Background: an optimization exercise with open tools, aiming at a short achievable clock period and few clock cycles. Do not read the settings as production practice. Function was checked by simulation only, so behaviour that the tests miss may differ from the original. In every run shown here, the design's own scripts or RTL, not TritonCTS, make the clock network. The clock input has no modelled driver; a real chip could not lean on it and would need a root buffer or a full tree. No activity file was given, so power comes from the tool's default toggle rates.

--- flow/run.sh ---
#!/bin/bash
# Standard ORFS layout (the standard.sh, unchanged synthesis), with
#  - the resizer asked to keep a setup margin well beyond the default, so that
#    it keeps optimising paths that already meet the 14 ns clock;
#  - a two-level clock tree built by flow/pre_cts.tcl in place of TritonCTS.
set -uo pipefail
MARGIN=$(cat flow/margin.txt 2>/dev/null || echo 10)
bash standard.sh SETUP_SLACK_MARGIN=$MARGIN PRE_CTS_TCL=$PWD/flow/pre_cts.tcl finish > flow_standard.log 2>&1
--- flow/margin.txt ---
10.3
--- config.mk ---
export PLATFORM = sky130hd
export DESIGN_NAME = MIPS
export DESIGN_NICKNAME = MIPS
export VERILOG_FILES = /design/flow/design.v
export SDC_FILE = /design/flow/constraint.sdc
export NUM_CORES = 4
export LEC_CHECK = 0
export ABC_CLOCK_PERIOD_IN_PS = 3000
export CAP_MARGIN = 20
export CORE_MARGIN = 2
export CORE_UTILIZATION = 42
export PLACE_DENSITY = 0.55
export SLEW_MARGIN = 20
--- constraint.sdc ---
create_clock -name core_clock -period 14.0 [get_ports {clock}]
set_input_delay 2.8000 -clock core_clock [delete_from_list [all_inputs] [get_ports {clock}]]
set_output_delay 2.8000 -clock core_clock [all_outputs]
set_load 0.01 [all_outputs]
--- flow/mytree.tcl ---
proc build_two_level_tree {ncol nrow rcol rrow {frac 0.0}} {
  set db [ord::get_db]
  set block [ord::get_db_block]
  set master [$db findMaster sky130_fd_sc_hd__clkbuf_16]
  set cnet [$block findNet clock]
  set bterm [$block findBTerm clock]
  # clock pin location
  set pin_x 0; set pin_y 0
  foreach bp [$bterm getBPins] {
    set bb [$bp getBBox]
    set pin_x [expr {([$bb xMin] + [$bb xMax]) / 2}]
    set pin_y [expr {([$bb yMin] + [$bb yMax]) / 2}]
  }
  set sinks {}
  foreach it [$cnet getITerms] {
    set inst [$it getInst]
    set loc [$inst getLocation]
    lappend sinks [list $it [lindex $loc 0] [lindex $loc 1]]
  }
  set n [llength $sinks]
  puts "mytree: $n sinks, pin at $pin_x $pin_y"
  # columns by x
  set sx [lsort -integer -index 1 $sinks]
  set percol [expr {double($n) / $ncol}]
  set leaves {}
  for {set c 0} {$c < $ncol} {incr c} {
    set lo [expr {int(round($c * $percol))}]
    set hi [expr {int(round(($c + 1) * $percol)) - 1}]
    set col [lsort -integer -index 2 [lrange $sx $lo $hi]]
    set m [llength $col]
    set perrow [expr {double($m) / $nrow}]
    for {set r 0} {$r < $nrow} {incr r} {
      set a [expr {int(round($r * $perrow))}]
      set b [expr {int(round(($r + 1) * $perrow)) - 1}]
      lappend leaves [list $c $r [lrange $col $a $b]]
    }
  }
  # leaf buffers
  set leafinfo {}
  set k 0
  foreach lf $leaves {
    lassign $lf c r grp
    set xs 0; set ys 0
    foreach s $grp { set xs [expr {$xs + [lindex $s 1]}]; set ys [expr {$ys + [lindex $s 2]}] }
    set g [llength $grp]
    set cx [expr {$xs / $g}]; set cy [expr {$ys / $g}]
    set inst [odb::dbInst_create $block $master "ctree_leaf_$k"]
    $inst setLocation $cx $cy
    $inst setPlacementStatus PLACED
    set net [odb::dbNet_create $block "ctree_leaf_net_$k"]
    $net setSigType CLOCK
    [$inst findITerm X] connect $net
    foreach s $grp {
      set it [lindex $s 0]
      $it disconnect
      $it connect $net
    }
    lappend leafinfo [list $c $r $inst $cx $cy]
    incr k
  }
  # root buffers: one per region of rcol x rrow leaf groups, placed by the pin
  set nreg [expr {($ncol / $rcol) * ($nrow / $rrow)}]
  set j 0
  for {set rc 0} {$rc < $ncol / $rcol} {incr rc} {
    for {set rr 0} {$rr < $nrow / $rrow} {incr rr} {
      # root sits a fraction frac of the way from the clock pin to its leaves
      set lx 0; set ly 0; set ln 0
      foreach li $leafinfo {
        lassign $li c r linst x y
        if {$c / $rcol == $rc && $r / $rrow == $rr} { set lx [expr {$lx + $x}]; set ly [expr {$ly + $y}]; incr ln }
      }
      set rx [expr {int($pin_x + $frac * ($lx / $ln - $pin_x))}]
      set ry [expr {int($pin_y + $frac * ($ly / $ln - $pin_y))}]
      set inst [odb::dbInst_create $block $master "ctree_root_$j"]
      $inst setLocation $rx $ry
      $inst setPlacementStatus PLACED
      set net [odb::dbNet_create $block "ctree_root_net_$j"]
      $net setSigType CLOCK
      [$inst findITerm X] connect $net
      [$inst findITerm A] connect $cnet
      foreach li $leafinfo {
        lassign $li c r linst
        if {$c / $rcol == $rc && $r / $rrow == $rr} { [$linst findITerm A] connect $net }
      }
      incr j
    }
  }
  puts "mytree: [llength $leafinfo] leaf buffers, $j root buffers"
}
--- design.v ---
module alu (
	input      [31:0] a,          
	input      [31:0] b,          
	input      [31:0] sv,         
	input      [4:0]  shamt,
	input             sub,        
	input             sh_right,
	input             sh_arith,
	input             sel_add,
	input             sel_and,
	input             sel_or,
	input             sel_xor,
	input             sel_nor,
	input             sel_sh,
	input             sel_slt,    
	input             sel_sltu,   
	input             sel_link,
	input      [31:0] link,
	output     [31:0] result,
	output     [31:0] sum,
	output            overflow
);
wire [31:0] bx = b;
wire [31:0] p0 = a ^ bx;
wire [31:0] g0 = (a & bx) | {31'd0, p0[0] & sub};
wire [31:0] g1, p1, g2, p2, g3, p3, g4, p4, g5, p5;
genvar i;
generate for (i = 0; i < 32; i = i + 1) begin : ks
	if (i >= 1)  begin assign g1[i] = g0[i] | (p0[i] & g0[i-1]);  assign p1[i] = p0[i] & p0[i-1];  end
	else         begin assign g1[i] = g0[i];                        assign p1[i] = p0[i];            end
	if (i >= 2)  begin assign g2[i] = g1[i] | (p1[i] & g1[i-2]);  assign p2[i] = p1[i] & p1[i-2];  end
	else         begin assign g2[i] = g1[i];                        assign p2[i] = p1[i];            end
	if (i >= 4)  begin assign g3[i] = g2[i] | (p2[i] & g2[i-4]);  assign p3[i] = p2[i] & p2[i-4];  end
	else         begin assign g3[i] = g2[i];                        assign p3[i] = p2[i];            end
	if (i >= 8)  begin assign g4[i] = g3[i] | (p3[i] & g3[i-8]);  assign p4[i] = p3[i] & p3[i-8];  end
	else         begin assign g4[i] = g3[i];                        assign p4[i] = p3[i];            end
	if (i >= 16) begin assign g5[i] = g4[i] | (p4[i] & g4[i-16]); assign p5[i] = p4[i] & p4[i-16]; end
	else         begin assign g5[i] = g4[i];                        assign p5[i] = p4[i];            end
end endgenerate
wire [32:0] c = {g5, sub};           
assign sum = p0 ^ c[31:0];
assign overflow = c[31] ^ c[32];
wire lt_s = sum[31] ^ overflow;
wire lt_u = ~c[32];
wire [31:0] sl = sv << shamt;
wire [31:0] sr = $signed({sh_arith & sv[31], sv}) >>> shamt;
wire [31:0] sres = sh_right ? sr : sl;
assign result = ({32{sel_add}}  & sum)
              | ({32{sel_and}}  & (a & b))
              | ({32{sel_or}}   & (a | b))
              | ({32{sel_xor}}  & (a ^ b))
              | ({32{sel_nor}}  & ~(a | b))
              | ({32{sel_sh}}   & sres)
              | ({32{sel_link}} & link)
              | {31'd0, (sel_slt & lt_s) | (sel_sltu & lt_u)};
endmodule
module ks_add32 (
	input  [31:0] a,
	input  [31:0] b,
	output [31:0] s
);
wire [31:0] p0 = a ^ b;
wire [31:0] g0 = a & b;
wire [31:0] g1, p1, g2, p2, g3, p3, g4, p4, g5;
genvar i;
generate for (i = 0; i < 32; i = i + 1) begin : ks
	if (i >= 1)  begin assign g1[i] = g0[i] | (p0[i] & g0[i-1]);  assign p1[i] = p0[i] & p0[i-1];  end
	else         begin assign g1[i] = g0[i];                        assign p1[i] = p0[i];            end
	if (i >= 2)  begin assign g2[i] = g1[i] | (p1[i] & g1[i-2]);  assign p2[i] = p1[i] & p1[i-2];  end
	else         begin assign g2[i] = g1[i];                        assign p2[i] = p1[i];            end
	if (i >= 4)  begin assign g3[i] = g2[i] | (p2[i] & g2[i-4]);  assign p3[i] = p2[i] & p2[i-4];  end
	else         begin assign g3[i] = g2[i];                        assign p3[i] = p2[i];            end
	if (i >= 8)  begin assign g4[i] = g3[i] | (p3[i] & g3[i-8]);  assign p4[i] = p3[i] & p3[i-8];  end
	else         begin assign g4[i] = g3[i];                        assign p4[i] = p3[i];            end
	if (i >= 16) begin assign g5[i] = g4[i] | (p4[i] & g4[i-16]); end
	else         begin assign g5[i] = g4[i];                        end
end endgenerate
assign s = p0 ^ {g5[30:0], 1'b0};
endmodule
module regfile (
	input             clk,
	input             w_ena,
	input      [4:0]  w_addr,
	input      [31:0] w_data,
	input             w_zero,
	input      [31:0] r1_sel,
	input      [31:0] r2_sel,
	output     [31:0] r1_data,
	output     [31:0] r2_data,
	output            r1_zero,
	output            r2_zero
);
reg  [31:0] R [1:31];
reg  [31:1] Z;
wire [31:0] t1 [0:31];
wire [31:0] t2 [0:31];
assign t1[0] = 32'd0;
assign t2[0] = 32'd0;
genvar i;
generate for (i = 1; i < 32; i = i + 1) begin : rf
	always @(posedge clk)
		if (w_ena && (w_addr == i)) begin
			R[i] <= w_data;
			Z[i] <= w_zero;
		end
	assign t1[i] = t1[i-1] | (R[i] & {32{r1_sel[i]}});
	assign t2[i] = t2[i-1] | (R[i] & {32{r2_sel[i]}});
end endgenerate
assign r1_zero = r1_sel[0] | |(Z & r1_sel[31:1]);
assign r2_zero = r2_sel[0] | |(Z & r2_sel[31:1]);
assign r1_data = t1[31];
assign r2_data = t2[31];
endmodule
module decoder_mips (
	input  [31:0] ir,
	output        uses_rs,
	output        uses_rt,
	output        writes,       
	output [4:0]  dest,
	output [31:0] imm,          
	output        b_imm,        
	output        sub,
	output        sh_right,
	output        sh_arith,
	output        sh_var,
	output        sel_add,
	output        sel_and,
	output        sel_or,
	output        sel_xor,
	output        sel_nor,
	output        sel_sh,
	output        sel_slt,
	output        sel_sltu,
	output        sel_link,
	output        ovf_chk,
	output        is_load,
	output        is_store,
	output        is_br,        
	output        br_eq,        
	output        br_ne,        
	output        br_neg,       
	output        br_pos,       
	output        is_j,         
	output        is_jr         
);
wire [5:0] op = ir[31:26];
wire [5:0] fn = ir[5:0];
wire       rtype = (op == 6'b000000);
wire f_shimm = rtype && (fn == 6'h00 || fn == 6'h02 || fn == 6'h03);
wire f_shvar = rtype && (fn == 6'h04 || fn == 6'h06 || fn == 6'h07);
wire f_jr    = rtype && (fn == 6'h08 || fn == 6'h09);
wire f_add   = rtype && (fn == 6'h20 || fn == 6'h21);
wire f_sub   = rtype && (fn == 6'h22 || fn == 6'h23);
wire f_and   = rtype && (fn == 6'h24);
wire f_or    = rtype && (fn == 6'h25);
wire f_xor   = rtype && (fn == 6'h26);
wire f_nor   = rtype && (fn == 6'h27);
wire f_slt   = rtype && (fn == 6'h2a);
wire f_sltu  = rtype && (fn == 6'h2b);
wire o_addi  = (op == 6'h08);
wire o_addiu = (op == 6'h09);
wire o_slti  = (op == 6'h0a) || (op == 6'h0b);
wire o_andi  = (op == 6'h0c);
wire o_ori   = (op == 6'h0d);
wire o_xori  = (op == 6'h0e);
wire o_lui   = (op == 6'h0f);
wire o_lw    = (op[5] == 1'b1) && (op[3] == 1'b0);
wire o_sw    = (op[5] == 1'b1) && (op[3] == 1'b1);
wire o_regim = (op == 6'h01);
wire o_b4    = (op[5:2] == 4'b0001);
wire o_j     = (op == 6'h02) || (op == 6'h03);
wire o_jal   = (op == 6'h03);
wire o_iarith = (op[5:3] == 3'b001);
assign is_load  = o_lw;
assign is_store = o_sw;
assign is_br    = o_b4 || o_regim;
assign br_eq    = o_b4 && (op[1:0] == 2'b00 || op[1:0] == 2'b10);
assign br_ne    = o_b4 && (op[1:0] == 2'b01 || op[1:0] == 2'b11);
assign br_neg   = (o_b4 && op[1:0] == 2'b10) || (o_regim && ir[20:16] == 5'd0);
assign br_pos   = (o_b4 && op[1:0] == 2'b11) || (o_regim && ir[20:16] != 5'd0);
assign is_j     = o_j;
assign is_jr    = f_jr;
assign uses_rs = !o_j && !f_shimm;
assign uses_rt = (rtype && !f_jr) || o_b4 || o_sw;
assign writes = (rtype && !f_jr) || o_iarith || o_lw || o_jal;
assign dest   = o_jal ? 5'd31 : (rtype ? ir[15:11] : ir[20:16]);
wire zext = o_andi || o_ori || o_xori;
assign imm = f_shimm ? {27'd0, ir[10:6]} :
             o_lui   ? {ir[15:0], 16'd0} :
             zext    ? {16'd0, ir[15:0]} :
                       {{16{ir[15]}}, ir[15:0]};
assign b_imm = !rtype;
assign sub      = f_sub || f_slt || f_sltu || o_slti;
assign sh_right = fn[1];
assign sh_arith = fn[0];
assign sh_var   = f_shvar;
assign sel_sh   = f_shimm || f_shvar;
assign sel_add  = f_add || f_sub || o_addi || o_addiu || o_lui || o_lw || o_sw ||
                  (rtype && !(f_shimm || f_shvar || f_jr || f_and || f_or || f_xor || f_nor || f_slt || f_sltu || f_sub || f_add));
assign sel_and  = f_and || o_andi;
assign sel_or   = f_or  || o_ori;
assign sel_xor  = f_xor || o_xori;
assign sel_nor  = f_nor;
assign sel_slt  = f_slt;
assign sel_sltu = f_sltu || o_slti;
assign sel_link = o_jal;
assign ovf_chk  = (rtype && (fn == 6'h20 || fn == 6'h22)) || o_addi;
endmodule
module MIPS (
	clock,
	reset,
	imem_addr,
	imem_data,
	dmem_addr,
	dmem_wdata,
	dmem_we,
	dmem_rdata
);
input         clock;
input         reset;
output [31:0] imem_addr;
input  [31:0] imem_data;
output [31:0] dmem_addr;
output [31:0] dmem_wdata;
output        dmem_we;
input  [31:0] dmem_rdata;
reg [31:0] pc;
reg [31:0] fetch_addr;         
reg        btb_valid;          
reg [31:0] btb_pc, btb_tgt;
reg        id_valid;
reg [31:0] id_ir;
reg [31:0] id_pc;
reg [31:0] id_pc1;             
reg        id_btb;             
reg        id_btb_ok;          
reg [31:0] id_rs_oh, id_rt_oh;  
reg        f_ex_rs, f_ex_rt;    
reg        f_mem_rs, f_mem_rt;  
reg        f_wb_rs, f_wb_rt;    
reg        f_ldhit;             
reg        f_brhit;             
reg        ex_valid;
reg [31:0] ex_a, ex_b, ex_t, ex_pc1, ex_tgt;
reg [4:0]  ex_sa;
reg [4:0]  ex_dest;
reg        ex_writes, ex_ovf_chk, ex_load, ex_store, ex_fastcmp;
reg [31:0] ex_zp, ex_zo;
reg        ex_eq;              
reg        ex_sub, ex_sh_right, ex_sh_arith, ex_sh_var;
reg        ex_sel_add, ex_sel_and, ex_sel_or, ex_sel_xor, ex_sel_nor, ex_sel_sh,
           ex_sel_slt, ex_sel_sltu, ex_sel_link;
reg        ex_br, ex_br_eq, ex_br_ne, ex_br_neg, ex_br_pos, ex_jr, ex_pred;
reg        ex_fa_mem, ex_fb_mem, ex_ft_mem;
reg        mem_we_r;           
reg [4:0]  mem_dest;
reg        mem_load;
reg [31:0] mem_res;
reg        st_we;
reg [31:0] st_addr, st_data;
reg        wb_we;
reg [4:0]  wb_dest;
reg [31:0] wb_val;
wire [4:0] id_rs = id_ir[25:21];
wire [4:0] id_rt = id_ir[20:16];
wire        d_uses_rs, d_uses_rt, d_writes, d_b_imm, d_sub, d_sh_right, d_sh_arith, d_sh_var;
wire        d_sel_add, d_sel_and, d_sel_or, d_sel_xor, d_sel_nor, d_sel_sh, d_sel_slt,
            d_sel_sltu, d_sel_link, d_ovf_chk, d_load, d_store;
wire        d_br, d_br_eq, d_br_ne, d_br_neg, d_br_pos, d_j, d_jr;
wire [4:0]  d_dest;
wire [31:0] d_imm;
decoder_mips INSTR_DEC (
	.ir(id_ir),
	.uses_rs(d_uses_rs), .uses_rt(d_uses_rt), .writes(d_writes), .dest(d_dest),
	.imm(d_imm), .b_imm(d_b_imm), .sub(d_sub), .sh_right(d_sh_right),
	.sh_arith(d_sh_arith), .sh_var(d_sh_var),
	.sel_add(d_sel_add), .sel_and(d_sel_and), .sel_or(d_sel_or), .sel_xor(d_sel_xor),
	.sel_nor(d_sel_nor), .sel_sh(d_sel_sh), .sel_slt(d_sel_slt), .sel_sltu(d_sel_sltu),
	.sel_link(d_sel_link), .ovf_chk(d_ovf_chk), .is_load(d_load), .is_store(d_store),
	.is_br(d_br), .br_eq(d_br_eq), .br_ne(d_br_ne), .br_neg(d_br_neg), .br_pos(d_br_pos),
	.is_j(d_j), .is_jr(d_jr)
);
wire [31:0] rf_rs, rf_rt;
wire        rf_z_rs, rf_z_rt;
wire        wb_zero  = (wb_val == 32'd0);
wire        mem_zero = (mem_res == 32'd0);
regfile REG_FILE (
	.clk(clock),
	.w_ena(wb_we),
	.w_addr(wb_dest),
	.w_data(wb_val),
	.w_zero(wb_zero),
	.r1_sel(id_rs_oh),
	.r2_sel(id_rt_oh),
	.r1_data(rf_rs),
	.r2_data(rf_rt),
	.r1_zero(rf_z_rs),
	.r2_zero(rf_z_rt)
);
wire        mfw_rs = f_mem_rs && mem_we_r;
wire        mfw_rt = f_mem_rt && mem_we_r;
wire [31:0] mem_val = mem_load ? dmem_rdata : mem_res;
wire [31:0] id_a  = mfw_rs ? mem_val : (f_wb_rs ? wb_val : rf_rs);
wire [31:0] id_b  = mfw_rt ? mem_val : (f_wb_rt ? wb_val : rf_rt);
wire [31:0] id_ca = mfw_rs ? mem_res : (f_wb_rs ? wb_val : rf_rs);
wire [31:0] id_bx = (d_b_imm ? d_imm : id_b) ^ {32{d_sub}};
wire [31:0] id_btgt;
ks_add32 BTGT (.a(id_pc1), .b({{16{id_ir[15]}}, id_ir[15:0]}), .s(id_btgt));
wire [31:0] id_jtgt = {6'd0, id_ir[25:0]};
wire [31:0] fa = ex_fa_mem ? mem_res : ex_a;
wire [31:0] fb = ex_fb_mem ? (mem_res ^ {32{ex_sub}}) : ex_b;
wire [31:0] ft = ex_ft_mem ? mem_res : ex_t;    
wire [31:0] alu_res, alu_sum;
wire        alu_ovf;
alu ALU (
	.a(fa),
	.b(fb),
	.sv(fb),
	.shamt(ex_sh_var ? fa[4:0] : ex_sa),
	.sub(ex_sub),
	.sh_right(ex_sh_right),
	.sh_arith(ex_sh_arith),
	.sel_add(ex_sel_add), .sel_and(ex_sel_and), .sel_or(ex_sel_or), .sel_xor(ex_sel_xor),
	.sel_nor(ex_sel_nor), .sel_sh(ex_sel_sh), .sel_slt(ex_sel_slt), .sel_sltu(ex_sel_sltu),
	.sel_link(ex_sel_link),
	.link(ex_pc1),
	.result(alu_res),
	.sum(alu_sum),
	.overflow(alu_ovf)
);
wire ex_wr_now = ex_valid && ex_writes && !(ex_ovf_chk && alu_ovf);
wire br_equal = ex_eq;
wire br_neg   = ex_a[31];
wire br_taken = (ex_br_eq && br_equal) ||
                (ex_br_ne && !br_equal && !(ex_br_pos && br_neg)) ||
                (ex_br_neg && br_neg) ||
                (ex_br_pos && !ex_br_ne && !br_neg);
wire        ex_redirect = ex_valid && (ex_jr || (ex_br && (br_taken != ex_pred)));
wire [31:0] ex_target   = ex_jr ? fa : (ex_pred ? ex_pc1 : ex_tgt);
wire dep_ex_rs = f_ex_rs;
wire dep_ex_rt = f_ex_rt;
wire dep_ld_rs = mfw_rs && mem_load;
wire dep_ld_rt = mfw_rt && mem_load;
wire        fz  = (ex_zp[0] == ex_sub) && (ex_zo[30:0] == ex_zp[31:1]);
wire z_rs = mfw_rs ? mem_zero : (f_wb_rs ? wb_zero : rf_z_rs);
wire z_rt = mfw_rt ? mem_zero : (f_wb_rt ? wb_zero : rf_z_rt);
wire n_rs = id_ca[31];
wire same  = (id_rs == id_rt);
wire rtz   = (id_rt == 5'd0);
wire rsz   = (id_rs == 5'd0);
wire id_eqtype = (d_br_eq || d_br_ne) && !d_br_neg && !d_br_pos;    
wire id_regimm = !d_br_eq && !d_br_ne && (d_br_neg || d_br_pos);          
wire rs_ok  = !dep_ld_rs && !dep_ex_rs;
wire rs_okf = dep_ex_rs ? ex_fastcmp : !dep_ld_rs;
wire rt_okf = dep_ex_rt ? ex_fastcmp : !dep_ld_rt;
wire id_br_ok = id_regimm ? rs_ok :
                same      ? 1'b1 :
                rtz       ? (id_eqtype ? rs_okf : rs_ok) :
                rsz       ? (id_eqtype && rt_okf) : 1'b0;
wire id_eq    = same ? 1'b1 :
                rtz  ? (dep_ex_rs ? fz : z_rs) :
                       (dep_ex_rt ? fz : z_rt);
wire id_neg   = n_rs;
wire id_taken  = (d_br_eq && id_eq) ||
                 (d_br_ne && !id_eq && !(d_br_pos && id_neg)) ||
                 (d_br_neg && id_neg) ||
                 (d_br_pos && !d_br_ne && !id_neg);
wire id_back   = id_ir[15];
wire id_tk     = id_br_ok ? id_taken : id_back;    
wire stall       = id_valid && (f_ldhit || f_brhit);
wire id_go       = id_valid && !stall && !ex_redirect;
wire id_redirect = id_go && (d_j || (d_br ? (id_tk ? !id_btb_ok : id_btb) : id_btb));
wire btb_fill    = id_valid && d_br && id_back && !id_btb_ok;
wire btb_hit     = btb_valid && (pc[11:0] == btb_pc[11:0]);
wire btb_full    = btb_valid && (pc == btb_pc);
wire [31:0] pc_inc = pc + 32'd1;
wire        id_brgo  = id_valid && !stall && d_br;
wire [31:0] pc_base  = stall                              ? pc :
                       (id_valid && d_j)                  ? id_jtgt :
                       (id_valid && id_btb && !d_br)      ? id_pc1 :
                       btb_hit                            ? btb_tgt : pc_inc;
wire [31:0] pc_if_tk = (id_brgo && !id_btb_ok) ? id_btgt : pc_base;
wire [31:0] pc_if_nt = (id_brgo &&  id_btb) ? id_pc1  : pc_base;
wire [31:0] pc_next  = ex_redirect ? ex_target : (id_tk ? pc_if_tk : pc_if_nt);
wire [31:0] nx_ir = stall ? id_ir : imem_data;
wire [4:0]  nx_rs = nx_ir[25:21];
wire [4:0]  nx_rt = nx_ir[20:16];
wire        nx_uses_rs, nx_uses_rt, nx_br, nx_br_eq, nx_br_ne, nx_br_neg, nx_br_pos;
decoder_mips NEXT_DEC (
	.ir(imem_data),
	.uses_rs(nx_uses_rs), .uses_rt(nx_uses_rt), .writes(), .dest(),
	.imm(), .b_imm(), .sub(), .sh_right(), .sh_arith(), .sh_var(),
	.sel_add(), .sel_and(), .sel_or(), .sel_xor(), .sel_nor(), .sel_sh(), .sel_slt(),
	.sel_sltu(), .sel_link(), .ovf_chk(), .is_load(), .is_store(),
	.is_br(nx_br), .br_eq(nx_br_eq), .br_ne(nx_br_ne), .br_neg(nx_br_neg), .br_pos(nx_br_pos),
	.is_j(), .is_jr()
);
wire nx_eqtype = (nx_br_eq || nx_br_ne) && !nx_br_neg && !nx_br_pos;
wire nx_same   = (imem_data[25:21] == imem_data[20:16]);
wire nx_rz     = (imem_data[25:21] == 5'd0) || (imem_data[20:16] == 5'd0);
wire cur_fast  = d_sel_add && !d_ovf_chk && !d_load && !f_ex_rs && !(f_ex_rt && !d_b_imm);
wire id_moves  = id_valid && !stall;                
wire id_wr     = d_writes && (d_dest != 5'd0);
always @(posedge clock or negedge reset) begin
	if (!reset) begin
		pc       <= 32'd0;
		btb_valid <= 1'b0;
		id_valid <= 1'b0;
		ex_valid <= 1'b0;
		mem_we_r <= 1'b0;
		wb_we    <= 1'b0;
	end else begin
		pc <= pc_next;
		if (btb_fill)
			btb_valid <= 1'b1;
		if (!stall || ex_redirect)
			id_valid <= !ex_redirect && !id_redirect;
		ex_valid <= id_go;
		mem_we_r <= ex_wr_now;
		wb_we    <= mem_we_r;
	end
end
always @(posedge clock) begin
	fetch_addr <= reset ? pc_next : 32'd0;
	st_we      <= reset && ex_valid && ex_store;
end
always @(posedge clock) begin
	if (!stall) begin
		id_ir    <= imem_data;
		id_pc    <= pc;
		id_pc1   <= pc_inc;
		id_btb   <= btb_hit;
		id_btb_ok <= btb_full;
		id_rs_oh <= 32'd1 << imem_data[25:21];
		id_rt_oh <= 32'd1 << imem_data[20:16];
	end
	f_ex_rs  <= id_moves && id_wr && (d_dest == nx_rs);
	f_ex_rt  <= id_moves && id_wr && (d_dest == nx_rt);
	f_mem_rs <= ex_valid && ex_writes && (ex_dest == nx_rs);
	f_mem_rt <= ex_valid && ex_writes && (ex_dest == nx_rt);
	f_wb_rs  <= mem_we_r && (mem_dest == nx_rs);
	f_wb_rt  <= mem_we_r && (mem_dest == nx_rt);
	f_brhit  <= id_moves && id_wr && nx_br && !(nx_same && (nx_br_eq || nx_br_ne)) &&
	            ((d_dest == nx_rs) || (nx_uses_rt && d_dest == nx_rt)) &&
	            !(nx_eqtype && nx_rz && cur_fast);
	f_ldhit  <= id_moves && d_load && id_wr &&
	            ((nx_uses_rs && d_dest == nx_rs) || (nx_uses_rt && d_dest == nx_rt));
	if (btb_fill) begin
		btb_pc  <= id_pc;
		btb_tgt <= id_btgt;
	end
	ex_a        <= id_a;
	ex_b        <= id_bx;
	ex_t        <= id_b;
	ex_sa       <= d_imm[4:0];
	ex_pc1      <= id_pc1;
	ex_tgt      <= id_btgt;
	ex_dest     <= d_dest;
	ex_writes   <= id_wr;
	ex_ovf_chk  <= d_ovf_chk;
	ex_load     <= d_load;
	ex_store    <= d_store;
	ex_fastcmp  <= cur_fast;
	ex_eq       <= (id_a == id_b);
	ex_zp       <= id_a ^ id_bx;
	ex_zo       <= id_a | id_bx;
	ex_sub      <= d_sub;
	ex_sh_right <= d_sh_right;
	ex_sh_arith <= d_sh_arith;
	ex_sh_var   <= d_sh_var;
	ex_sel_add  <= d_sel_add;
	ex_sel_and  <= d_sel_and;
	ex_sel_or   <= d_sel_or;
	ex_sel_xor  <= d_sel_xor;
	ex_sel_nor  <= d_sel_nor;
	ex_sel_sh   <= d_sel_sh;
	ex_sel_slt  <= d_sel_slt;
	ex_sel_sltu <= d_sel_sltu;
	ex_sel_link <= d_sel_link;
	ex_br       <= d_br && !id_br_ok;
	ex_br_eq    <= d_br_eq;
	ex_br_ne    <= d_br_ne;
	ex_br_neg   <= d_br_neg;
	ex_br_pos   <= d_br_pos;
	ex_jr       <= d_jr;
	ex_pred     <= id_tk;
	ex_fa_mem   <= f_ex_rs && ex_wr_now;
	ex_fb_mem   <= f_ex_rt && ex_wr_now && !d_b_imm;
	ex_ft_mem   <= f_ex_rt && ex_wr_now;
	mem_dest <= ex_dest;
	mem_load <= ex_load;
	mem_res  <= alu_res;
	st_addr  <= alu_sum;    
	st_data  <= ft;
	wb_dest <= mem_dest;
	wb_val  <= mem_val;
end
assign imem_addr  = fetch_addr;
assign dmem_addr  = st_addr;
assign dmem_wdata = st_data;
assign dmem_we    = st_we;
endmodule
--- flow/pre_cts.tcl ---
# Sourced by ORFS's cts.tcl before clock tree synthesis (PRE_CTS_TCL).
# Builds a balanced two-level clock tree (see mytree.tcl) and turns the
# following clock_tree_synthesis call into a no-op; the rest of the CTS step
# (legalisation, setup and hold repair) runs as usual.
source [file join [file dirname [info script]] mytree.tcl]
build_two_level_tree 8 10 4 5 0.3
global_connect
rename clock_tree_synthesis {}
proc clock_tree_synthesis {args} {
  puts "clock tree already built by pre_cts.tcl"
}
--- standard.sh ---
#!/bin/bash
# synth_recipe.tcl (not shown) runs the flow's synth.tcl, then flattens the netlist and writes it again
# the make line also repeats each setting of config.mk as NAME=value (left out here)
make -C /OpenROAD-flow-scripts/flow DESIGN_CONFIG=/design/flow/config.mk WORK_HOME=/design/flow/orfs CLKGATE_MAP_FILE= SYNTH_SCRIPT=/design/flow/synth_recipe.tcl "${@:-finish}"
==> key figures, run 1 <==
Power and ir drop
  – Clock network fraction of total power: 19.6%
  – Sequential power share: 51.8%
  – Switching share of power: 34.8%
  – Int Pwr: 8.90 mW
  – Worst VDD drop: 0.126 mV
  – Switch Pwr: 4.76 mW
  – Lkg Pwr: 32.3 nW
  – Pwr Density: 151 mW/mm2
  – Logic gate share of total power: 28.6%

Worst setup path
  – Worst Path Required: 11,200 ps
  – Reg2Reg Launch Point: id_rt_oh[14]
  – CP max-delay cell: dfxtp_2
  – Biggest cell delay along the critical path: 400 ps
  – Critical path class: register to output port
  – Reg2Reg Setup Slack: 10,200 ps
  – RR Endpoint: ex_zp[2]
  – Crit start category: register
  – Critical-path cell list: buf_6
  – Worst Setup EP: dmem_addr[30]
  – Buffers plus inverters on the worst setup path: 1
  – Crit path capture type: output port
  – Critical Path AT: 1150 ps
  – Crit. Startpoint: st_addr[30]
  – Worst-path fanout max: 1
  – Number of cells on the critical path: 1
  – Worst reg2reg path depth: 13
  – Largest delay share family, worst path: flip-flops

Timing
  – Setup WS post-layout: 10,050 ps
  – Slew Viols, Final: 0
  – Slew @ Worst Pin: 1290 ps
  – Skew final: 68.0 ps
  – Fmax: 253 MHz
  – Final setup viols: 0
  – Final setup TNS: 0 ps
  – Final Hold Vio Count: 0
  – Slew HR: 14.0%
  – Period utilization: 28.2%
  – RSZ-0062 raised after global routing: true
  – Tmin final: 3950 ps

Place
  – HPWL Detailed: 239 mm
  – Port bufs: 162
  – Place WS: 8840 ps
  – Gp weighted congestion: 0.973

Layout
  – Flip-flop count of the largest register after layout: 992
  – Biggest register: REG_FILE.R
  – Final #Nets: 6,831
  – Layout cells sized above 1: 20.2%
  – Area growth from synthesis to layout: 16.1%

Route
  – Aggregate routed wire length: 391 mm
  – Met1 wire length: 144 mm
  – Vias per cell: 7.27
  – Final ANT Viol Nets: 0
  – DR iter-0 viols: 12,667
  – Via Count: 66,470
  – Metal3 WL: 61.2 mm
  – Met2 Wirelength: 154 mm
  – WL/cell: 42.8 um
  – First-pass iteration count of the detailed router: 7
  – Max Used Layer: met5
  – # DRC: 0

Floorplan
  – Die area: 0.190 mm2
  – Chip width: 435 um
  – Num rows: 158
  – Die height: 435 um
  – Initial Util: 42.2%
  – I/O pin cnt: 163
  – Core area: 0.185 mm2

CTS
  – Skew-Pair Late Insertion Delay: 630 ps
  – Clock slew at reported path FFs: 110 ps
  – Cts-stage hold buffer count: 0

Global route
  – Tot GR Track Use: 39.5%
  – Initial antenna violation count: 26
  – Largest net degree at the start of global routing: 78
  – Grt ovf: 0
  – First-pass GRT wire length: 523 mm
  – Vias in the first global route: 61,860

Yosys
  – Gate Count Post-Synth: 6,379
  – Ys Warns: 3
  – Seq cells post-synth: 1,728
  – Post-synth ARST share: 2.14%
  – Share of the synthesized area in the top cell type: 47.6%
  – Synth Cell Area: 0.0782 mm2
  – Most used DFF post-synth: edfxtp_1
  – Post-synth top area cell: edfxtp_1
  – Synth area leaders: edfxtp_1, dfxtp_1, a221oi_1
  – Post-synth EDFFs: 1,239
  – Mean post-synth cell area: 12.3 um2
  – Yosys cell types: 96
  – Sequential area share after synthesis: 60.4%
  – Syn_nets: 6,575

Outcome
  – Outcome: no timing/DRC/antenna violations

Worst hold path
  – Hold Path Class: register to register

Flow run
  – Total of max-cap violations: 0
==> through the flow <==
stage                     instances  total power [mW]  instance area, um2  util [%]  hold slack [ps]
after global routing           9119              14.0               90700      49.0              341
after floorplan                6379              8.76               79000         -              310
after detailed placement       8852              10.5               84400      45.5              320
final                          9143              13.7               90800      49.0              333
after CTS                      9076              12.7               89500      48.3              320
after global placement         8852              10.5               84400      45.5              315
==> cells in the mapped netlist (all sizes together), types with 38 or more instances <==
cell,instances
edfxtp,1239
dfxtp,452
nor2,391
a21oi,359
a221oi,346
a22oi,344
clkbuf,335
a22o,333
inv,242
nand2,231
mux2i,211
xnor2,185
nand4,172
o21ai,155
nand3,151
ha,127
buf,108
mux2,102
xor2,102
a211oi,77
o32ai,67
nor3,61
nor4,52
a21o,50
o211ai,44
and2,38
==> power by group through the flow <==
stage / logic, mW / registers, mW / clock network [mW]
after detailed placement: 3.36 / 7.12 / 0
final: 3.90 / 7.08 / 2.68
after global placement: 3.34 / 7.12 / 0
after floorplan: 1.81 / 6.95 / 0
after global routing: 4.05 / 7.11 / 2.82
after CTS: 3.64 / 7.13 / 1.96
==> what timing repair did <==
action | 4_1_cts | 5_1_grt
gates cloned | 6 | 2
resized for setup | 694 | 601
pin swaps | 163 | 30
endpoints found under the setup margin | 433 | 192
buffers inserted | 134 | 35
hold endpoints to repair | 0 | 0
==> cell usage in the layout, fill, tap and decap left out, types with 45 or more instances in the layout <==
| cell | count |
|---|---|
| xnor2_1 | 175 |
| buf_6 | 141 |
| inv_2 | 45 |
| ha_1 | 85 |
| nand4_1 | 171 |
| xor2_1 | 85 |
| a221oi_1 | 340 |
| mux2_2 | 68 |
| a21o_1 | 47 |
| a22oi_1 | 344 |
| nor3_1 | 50 |
| a22o_1 | 333 |
| o21ai_0 | 123 |
| inv_1 | 194 |
| nand2_1 | 227 |
| nand3_1 | 147 |
| dfxtp_2 | 85 |
| a21oi_1 | 246 |
| mux2i_1 | 192 |
| dfxtp_1 | 362 |
| a21oi_4 | 71 |
| edfxtp_1 | 1239 |
| nor2_1 | 353 |
| a211oi_1 | 66 |
| buf_4 | 359 |
| clkbuf_16 | 85 |
==> per-layer routing <==
metal	up-vias	GRT usage (%)
li1	25520	-
met3	1647	14.4
met5	-	0.958
met4	22	23.8
met1	32873	53.3
met2	6408	53.9
==> cells by family after synthesis <==
logic type	synth area share (%)
compound gates	19.0
fa+ha+maj	2.11
simple gates	7.73
buf+inv	3.42
mux	4.17
flops	60.4
xor+xnor	3.22
==> layout make-up <==
type	instances	area (um2)
inverters	244	945
flip-flops and latches	1728	47300
well taps	2480	3100
plain buffers	84	2100
multi-input cells	3967	31400
fillers	16423	94500
diodes	30	75.1
repair buffers	610	5830
==> worst min path at each step <==
stage | from | end | slack (ps) | cells past startpoint
floorplan | ex_load | mem_load | 310 | 0
global placement | ex_load | mem_load | 310 | 0
detailed placement | ex_load | mem_load | 320 | 0
CTS | ex_load | mem_load | 320 | 0
global route | ex_load | mem_load | 340 | 0
finish | ex_load | mem_load | 330 | 0
Testbench counts, summed over its fixed seeds: cycles 27,785.
==> inputs of run 2 (changes only) <==
--- a/config.mk
+++ b/config.mk
@@ -8,6 +8,6 @@
 export ABC_CLOCK_PERIOD_IN_PS = 3000
 export CAP_MARGIN = 20
 export CORE_MARGIN = 2
-export CORE_UTILIZATION = 42
-export PLACE_DENSITY = 0.55
+export CORE_UTILIZATION = 50
+export PLACE_DENSITY = 0.62
 export SLEW_MARGIN = 20
==> key figures, run 2 <==
Outcome
  – Outcome: no timing/DRC/antenna violations

Place
  – Place WS: 8880 ps (+37.4 ps)
  – Gp weighted congestion: 1.04 (+6.4%)
  – Placed cell area: 0.0835 mm2 (-0.99%)
  – Port bufs: 162 (unchanged)
  – HPWL Detailed: 216 mm (-9.9%)
  – Cell Count Post-Placement: 8,391 (-5.2%)

Route
  – WL/cell: 42.2 um (-1.4%)
  – Via Count: 66,867 (+0.60%)
  – # DRC: 0 (unchanged)
  – Final ANT Viol Nets: 0 (unchanged)
  – Aggregate routed wire length: 366 mm (-6.4%)
  – Vias per cell: 7.71 (+6.0%)
  – First-pass iteration count of the detailed router: 10 (+3)
  – DR iter-0 viols: 13,481 (+6.4%)

Layout
  – Biggest register: REG_FILE.R
  – Layout cells sized above 1: 19.9% (-0.34 points)
  – Final core occ: 57.7% (+8.7 points)
  – Most frequent cells in the layout: edfxtp_1, nor2_1, buf_4, a22oi_1, dfxtp_1
  – Design Area, Final: 0.0898 mm2 (-1.0%)
  – Area growth from synthesis to layout: 14.9%
  – Final #Nets: 6,802 (-0.42%)
  – Area of the multi-input gates: 0.0313 mm2 (-0.31%)
  – Reg area: 0.0474 mm2 (about the same)
  – Fillers: 12,729 (-22%)
  – Final cell count without fillers: 8,678 (-5.1%)
  – Flip-flop count of the largest register after layout: 992 (unchanged)
  – Commonest non-fill, non-tap cell in the layout: edfxtp_1

Yosys
  – Yosys cell types: 96 (unchanged)
  – Leading cell type by number of instances after synthesis: edfxtp_1
  – Ys Warns: 3 (unchanged)
  – Post-synth ARST share: 2.14% (unchanged)
  – Gate Count Post-Synth: 6,379 (unchanged)
  – Synth cell count leaders: edfxtp_1, dfxtp_1, nor2_1
  – Post-synth top area cell: edfxtp_1
  – Most used DFF post-synth: edfxtp_1
  – Seq cells post-synth: 1,728 (unchanged)
  – Synth Cell Area: 0.0782 mm2 (unchanged)
  – Synth area leaders: edfxtp_1, dfxtp_1, a221oi_1
  – Syn_nets: 6,575 (unchanged)
  – Sequential area share after synthesis: 60.4% (unchanged)
  – Mean post-synth cell area: 12.3 um2 (unchanged)
  – Post-synth EDFFs: 1,239 (unchanged)
  – Share of the synthesized area in the top cell type: 47.6% (unchanged)

Floorplan
  – Chip width: 399 um (-8.3%)
  – Num rows: 145 (-8.2%)
  – Die area: 0.160 mm2 (-16%)
  – Initial Util: 50.2% (+8.0 points)
  – I/O pin cnt: 163 (unchanged)
  – Die height: 399 um (-8.3%)
  – Core area: 0.156 mm2 (-16%)

Flow run
  – Total of max-cap violations: 0 (unchanged)

Worst setup path
  – Reg2Reg Launch Point: f_wb_rt
  – Crit start category: register
  – Critical-path cell list: buf_6
  – CP max-delay cell: dfxtp_2
  – Largest delay share family, worst path: flip-flops
  – Biggest cell delay along the critical path: 380 ps (-20 ps)
  – Critical path class: register to output port
  – Worst Path Required: 11,200 ps (about the same)
  – RR Endpoint: ex_zp[27]
  – Worst-path fanout max: 1 (unchanged)
  – Critical Path AT: 1110 ps (-40 ps)
  – Buffers plus inverters on the worst setup path: 1 (unchanged)
  – Reg2Reg Setup Slack: 10,180 ps (-20 ps)
  – Worst reg2reg path depth: 11 (-2)
  – Crit path capture type: output port

Power and ir drop
  – Worst VDD drop: 0.163 mV (+30%)
  – Clock network fraction of total power: 19.6% (about the same)
  – Logic gate share of total power: 26.6% (-2.0 points)
  – Lkg Pwr: 32.1 nW (-0.58%)
  – Switch Pwr: 4.68 mW (-1.7%)
  – Sequential power share: 53.7% (+1.9 points)
  – Pwr Density: 151 mW/mm2 (+0.10%)
  – Pwr Total: 13.5 mW (-0.91%)
  – Switching share of power: 34.5% (-0.27 points)
  – Int Pwr: 8.86 mW (-0.50%)

Worst hold path
  – Worst Hold End: mem_load
  – Hold path depth: 0 (unchanged)
  – Hold Path Class: register to register
  – Hold path start: ex_load

CTS
  – Skew-Pair Late Insertion Delay: 630 ps (about the same)
  – Clock slew at reported path FFs: 110 ps (about the same)

Global route
  – Initial antenna violation count: 12 (-54%)
  – Vias in the first global route: 61,237 (-1.0%)
  – Largest net degree at the start of global routing: 115 (+47%)
  – Grt ovf: 0 (unchanged)
  – First-pass GRT wire length: 492 mm (-6.0%)
  – Tot GR Track Use: 44.3% (+4.7 points)

Timing
  – Tmin final: 3910 ps (-38.1 ps)
  – Slew HR: 17.3% (+3.3 points)
  – Fmax: 256 MHz (+0.97%)
  – RSZ-0062 raised after global routing: true
  – Slew @ Worst Pin: 1240 ps (-49.4 ps)
  – Hold Slack: 332 ps (-1.25 ps)
  – Period utilization: 28.0% (-0.27 points)
  – Slew Viols, Final: 0 (unchanged)
  – Final Hold Vio Count: 0 (unchanged)
  – Skew final: 79.3 ps (+11.3 ps)
  – Final setup viols: 0 (unchanged)
  – Setup WS post-layout: 10,090 ps (+38.1 ps)
  – Final setup TNS: 0 ps (unchanged)
-- run 2: cell type report --
class	instances	share of cell area, %
Buffer	84	2.34
Antenna cell	16	0.0446
Timing Repair Buffer	584	6.14
Multi-Input combinational cell	3964	34.8
Sequential cell	1728	52.7
Tap cell	2058	2.87
Inverter	244	1.07
-- run 2: power by group through the flow --
stage / sequential (mW) / clock (mW) / combinational [mW]
2_1_floorplan: 6.95 / 0 / 1.81
3_3_place_gp: 7.29 / 0 / 3.05
3_5_place_dp: 7.30 / 0 / 3.08
4_1_cts: 7.31 / 1.96 / 3.32
5_1_grt: 7.31 / 2.79 / 3.74
6_report: 7.27 / 2.66 / 3.60
-- run 2: worst max path at each step --
stage,start,endpoint,slack [ps],depth (start not counted)
finish,st_addr[31],dmem_addr[31],10090,1
global route,st_addr[31],dmem_addr[31],10090,1
CTS,imem_data[2],f_ldhit,9650,9
detailed placement,wb_val[27],fetch_addr[19],8880,13
global placement,wb_val[27],fetch_addr[19],8920,13
floorplan,imem_data[5],f_ldhit,9840,8
-- run 2: metal layers --
layer | vias up | track usage, % | share of wire [%]
met5 | - | 0.787 | 0.097
met4 | 24 | 23.7 | 7.7
met3 | 1679 | 20.8 | 19
met2 | 7186 | 57.7 | 38
met1 | 32536 | 60.3 | 35
li1 | 25442 | - | -
-- run 2: repair_timing --
action | in CTS | in global routing
setup buffers | 113 | 63
hold buffers | 0 | 0
resized for setup | 671 | 600
pin swaps | 164 | 46
endpoints found under the setup margin | 425 | 285
gates cloned | 3 | 4
-- run 2: logic make-up after synthesis --
logic type      after synthesis  synth area share, %
fa+ha+maj                   130                 2.11
buf+inv                     687                 3.42
xor+xnor                    287                 3.22
flops                      1728                 60.4
simple gates               1242                 7.73
compound gates             1992                 19.0
mux                         313                 4.17

port drivers added, routing unchanged:
How much do the figures lean on ideal ports? The routed layouts below were timed once more, with nothing changed but the port constraints. Step 1 sets driving cells, clkbuf_16 on the clock port and buf_2 on the other inputs (assumed; they add their load-dependent delay and slew). Step 2 also shifts input and output timing later by t, the mid clock arrival at the registers, as if the neighbouring blocks saw the same clock. Three values: no drivers, after step 1, after step 2; two values: the first two.
| run | t (ns) | slack for setup (ns) | worst setup path after step 2 |
|---|---|---|---|
| run 1 | 0.694 | 10.049 / 9.957 / 9.603 | input to register |
| run 2 | 0.682 | 10.087 / 9.992 / 9.615 | input to register |
After both steps every run listed still meets setup and hold. The setup slack of run 2, which loses most, moves by -0.095 ns with the drivers and by -0.472 ns with both steps.
